From an optimization exercise on the open Yosys and OpenROAD flow, aimed at small area and a short achievable clock period; shortcuts taken in it are not production practice.
In this exercise RTL edits were held to simulation tests only and were not proved equivalent to the original.

Design RISCV_2, start of the top module:
module RISCV_2(
input clk,
input reset,
input [31:0] instr,           
output [4:0] imem_addr,       
output [3:0] data4bitpart1,data4bitpart2,
output [6:0]sout_1,sout_2,
output wb_en,                 
output [4:0] wb_rd,
output [31:0] wb_data
);
    reg  [4:0]  pc;                      
    reg  [31:0] d_ins;                   
    reg  [4:0]  d_ca;
    reg         d_br, d_jal;             
    reg  [4:0]  d_cr;                    
    reg         e_rw, e_mw, e_sub, e_ldu;          
    reg  [1:0]  e_rsrc;
    reg  [2:0]  e_op;                    
    reg  [31:0] e_a, e_b;                
    reg  [4:0]  e_sh;                    
    reg         e_shz;                   
    reg  [3:0]  e_d1;                    
    reg  [31:0] e_rd2;                   
    reg  [4:0]  e_rd, e_na;
    reg         e_fl;                    
    reg         e_mis;                   
    reg         m_rw, m_mw;              
    reg  [1:0]  m_rsrc;
    reg  [4:0]  m_rd, m_na;
    reg  [31:0] m_sol, m_sd;
    reg  [31:0] m_sel;
    reg         w_en;                    
    reg  [4:0]  w_rd;
  ...
Settings: LEC_CHECK=0, CAP_MARGIN=30, CORE_MARGIN=2, CORE_UTILIZATION=50, SLEW_MARGIN=30, SYNTH_HIERARCHICAL=1, SYNTH_MINIMUM_KEEP_SIZE=0; clock period 16.0 ns.
standard.sh (not shown) runs the stock make flow with config.mk's settings and CLKGATE_MAP_FILE= SYNTH_SCRIPT=/design/flow/synth_recipe.tcl, a recipe that flattens the netlist after the stock synthesis.
==> flow/flow/run.sh <==
#!/bin/bash
# The standard layout (standard.sh), with two changes to how it is made:
#  * the port buffers are buf_4 cells (buffer_ports otherwise picks the
#    slow clkdlybuf4s50_1 delay cell);
#  * clock tree: clkbuf_16 buffers over clusters of up to 30 sinks, and no
#    dummy loads.
set -o pipefail
export BUFFER_PORTS_ARGS="-buffer_cell sky130_fd_sc_hd__buf_4"
export CTS_ARGS="-sink_clustering_enable -repair_clock_nets -dont_use_dummy_load -buf_list sky130_fd_sc_hd__clkbuf_16 -sink_clustering_size 30 -sink_clustering_max_diameter 80"
bash standard.sh > standard.log 2>&1
Edit:
--- a/flow/design.v
+++ b/flow/design.v
@@ -10,14 +10,16 @@
 output [31:0] wb_data
 );
     reg  [4:0]  pc;                      
     reg  [31:0] d_ins;                   
     reg  [4:0]  d_ca;
     reg         d_br, d_jal;             
     reg  [4:0]  d_cr;                    
+    reg  [3:0]  d_r1h, d_r2h;            
+    reg  [7:0]  d_r1l, d_r2l;            
     reg         e_rw, e_mw, e_sub, e_ldu;          
     reg  [1:0]  e_rsrc;
     reg  [2:0]  e_op;                    
     reg  [31:0] e_a, e_b;                
     reg  [4:0]  e_sh;                    
     reg         e_shz;                   
     reg  [3:0]  e_d1;                    
@@ -76,16 +78,22 @@
                 default: dc_op = 3'd0;
             endcase
     end
     wire [11:0] dc_imm = is_sw ? {d_ins[31:25], d_ins[11:7]} :
                          is_i  ? {d_ins[31], d_ins[31], d_ins[29:20]} :
                                  d_ins[31:20];
     wire [31:0] immx = {{20{dc_imm[11]}}, dc_imm};
-    wire [31:0] sel1 = rf_v & (32'd1 << rs1);
-    wire [31:0] sel2 = rf_v & (32'd1 << rs2);
+    wire [31:0] sel1, sel2;
+    genvar gi;
+    generate
+        for (gi = 0; gi < 32; gi = gi + 1) begin : rsel
+            assign sel1[gi] = rf_v[gi] & d_r1h[gi >> 3] & d_r1l[gi & 7];
+            assign sel2[gi] = rf_v[gi] & d_r2h[gi >> 3] & d_r2l[gi & 7];
+        end
+    endgenerate
     reg  [31:0] rd1, rd2;
     integer j;
     always @(*) begin
         rd1 = 32'd0;
         rd2 = 32'd0;
         for (j = 0; j < 32; j = j + 1) begin
             rd1 = rd1 | (rf[j] & {32{sel1[j]}});
@@ -93,15 +101,16 @@
         end
     end
     wire fwd_c = dc_rw | is_br;
     wire fa_m = fwd_c && rs1 != 5'd0 && rs1 == e_rd;
     wire fa_w = fwd_c && rs1 != 5'd0 && rs1 != e_rd && rs1 == m_rd;
     wire fb_m = fwd_c && rs2 != 5'd0 && rs2 == e_rd;
     wire fb_w = fwd_c && rs2 != 5'd0 && rs2 != e_rd && rs2 == m_rd;
-    wire [32:0] sum = {1'b0, e_a} + {1'b0, e_b} + {32'd0, e_sub};
+    wire [32:0] sum;
+    add33 alu_add(.a(e_a), .b(e_b), .cin(e_sub), .s(sum));
     wire [31:0] srl = e_shz ? 32'd0 : (e_a >> e_sh);
     reg  [31:0] sol;
     always @(*) begin
         case (e_op)
             3'd0: sol = sum[31:0];
             3'd1: sol = e_a & e_b;
             3'd2: sol = e_a | e_b;
@@ -191,14 +200,18 @@
     imem_out io(.reset(reset), .rq(rq), .d_br(d_br), .d_jal(d_jal), .e_mis(e_mis),
                 .q_of(q_of), .q_ct(q_ct), .q_eq(q_eq), .q_pr(q_pr),
                 .d_cr(d_cr), .bp_cr(bp_cr), .pc(pc), .bp_ar(bp_ar), .imem_addr(imem_addr));
     always @(posedge clk) begin
         rq <= reset;
         pc <= rq ? 5'd1 : ia_r + 5'd1;
         d_ins <= (e_mis & ~rq) ? 32'd0 : instr;
+        d_r1h <= (e_mis & ~rq) ? 4'd1 : (4'd1 << instr[19:18]);
+        d_r1l <= (e_mis & ~rq) ? 8'd1 : (8'd1 << instr[17:15]);
+        d_r2h <= (e_mis & ~rq) ? 4'd1 : (4'd1 << instr[24:23]);
+        d_r2l <= (e_mis & ~rq) ? 8'd1 : (8'd1 << instr[22:20]);
         d_ca  <= rq ? 5'd0 : ia_r;
         d_cr  <= (rq ? 5'd0 : ia_r) + instr[11:7];
         d_br  <= ~(e_mis & ~rq) & (instr[6:0] == 7'b1100011);
         d_jal <= ~(e_mis & ~rq) & (instr[6:0] == 7'b1101111);
         if (flush) begin
             e_rw <= 1'b0; e_mw <= 1'b0; e_rsrc <= 2'd0;
             e_d1 <= 4'd0; e_rd2[3:0] <= 4'd0; e_rd <= 5'd0; e_fl <= 1'b1; e_mis <= 1'b0;
@@ -332,15 +345,26 @@
     wire pb = e_mis ? pm : pn;
     wire take = e_mis | d_jal | (d_br & q_pr);
     wire [4:0] cr = d_br ? d_cr : bp_cr;
     wire [4:0] ar = d_br ? pc : bp_ar;
     wire [4:0] ia = take ? (pb ? cr : ar) : pc;
     wire [4:0] ia_rst = (rq | d_jal) ? 5'd0 : pc;
     wire [4:0] ia_nr  = rq ? 5'd0 : ia;
-    assign imem_addr = reset ? ia_rst : ia_nr;
+    genvar i;
+    generate
+        for (i = 0; i < 5; i = i + 1) begin : b
+            omux m(.s(reset), .a(ia_rst[i]), .b(ia_nr[i]), .y(imem_addr[i]));
+        end
+    endgenerate
+endmodule
+module omux(
+input s, a, b,
+output y
+);
+    assign y = s ? a : b;
 endmodule
 module d4_out(
 input reset, rq, mis,
 input [3:0] v,
 output [3:0] y
 );
     genvar i;
@@ -352,7 +376,35 @@
 endmodule
 module d4_bit(
 input reset, a, nmis,
 output y
 );
     assign y = a & (reset | nmis);
 endmodule
+module add33(
+input [31:0] a, b,
+input cin,
+output [32:0] s
+);
+    wire [31:0] p = a ^ b;
+    wire [31:0] g0 = a & b;
+    wire [31:0] g[0:5];
+    wire [31:0] q[0:5];
+    assign g[0] = {g0[31:1], g0[0] | (p[0] & cin)};
+    assign q[0] = p;
+    genvar l, i;
+    generate
+        for (l = 0; l < 5; l = l + 1) begin : lv
+            for (i = 0; i < 32; i = i + 1) begin : bt
+                if ((i >> l) & 1) begin : c
+                    assign g[l+1][i] = g[l][i] | (q[l][i] & g[l][((i >> l) << l) - 1]);
+                    assign q[l+1][i] = q[l][i] & q[l][((i >> l) << l) - 1];
+                end else begin : k
+                    assign g[l+1][i] = g[l][i];
+                    assign q[l+1][i] = q[l][i];
+                end
+            end
+        end
+    endgenerate
+    wire [32:0] c = {g[5], cin};       
+    assign s = {c[32], p ^ c[31:0]};
+endmodule
What happened: The changed run finished with timing, DRC and antenna clean; register-to-register slack improved by 800 ps; count of clock-buffer cells in the layout came out higher by 2; final area came out lower slightly; setup slack improved by 800 ps; fmax came out higher by roughly a tenth; routed wire length came out lower by a few percent; worst hold slack got worse by 24 ps; core utilization came out lower by 0.24 points.

## what the ideal ports hide
The results above use ideal ports. As a check the final layouts listed here were re-extracted and re-timed, cells and wires unchanged.
Step 1 sets driving cells, clkbuf_16 on the clock port and buf_2 on the other inputs (assumed; they add their load-dependent delay and slew).
Step 2 also shifts input and output timing later by t, the mid clock arrival at the registers, as if the neighbouring blocks saw the same clock.
Three values: ideal ports, drivers, drivers and shift; two values: the first two.
run	shift t [ns]	setup slack, ns	slew at the worst register clock pin (ns)
the first run	0.909	8.037 / 8.037 / 8.037	0.12 / 0.12
the second run	0.895	8.834 / 8.834 / 8.834	0.12 / 0.12
After both steps setup and hold are still met in every run listed.
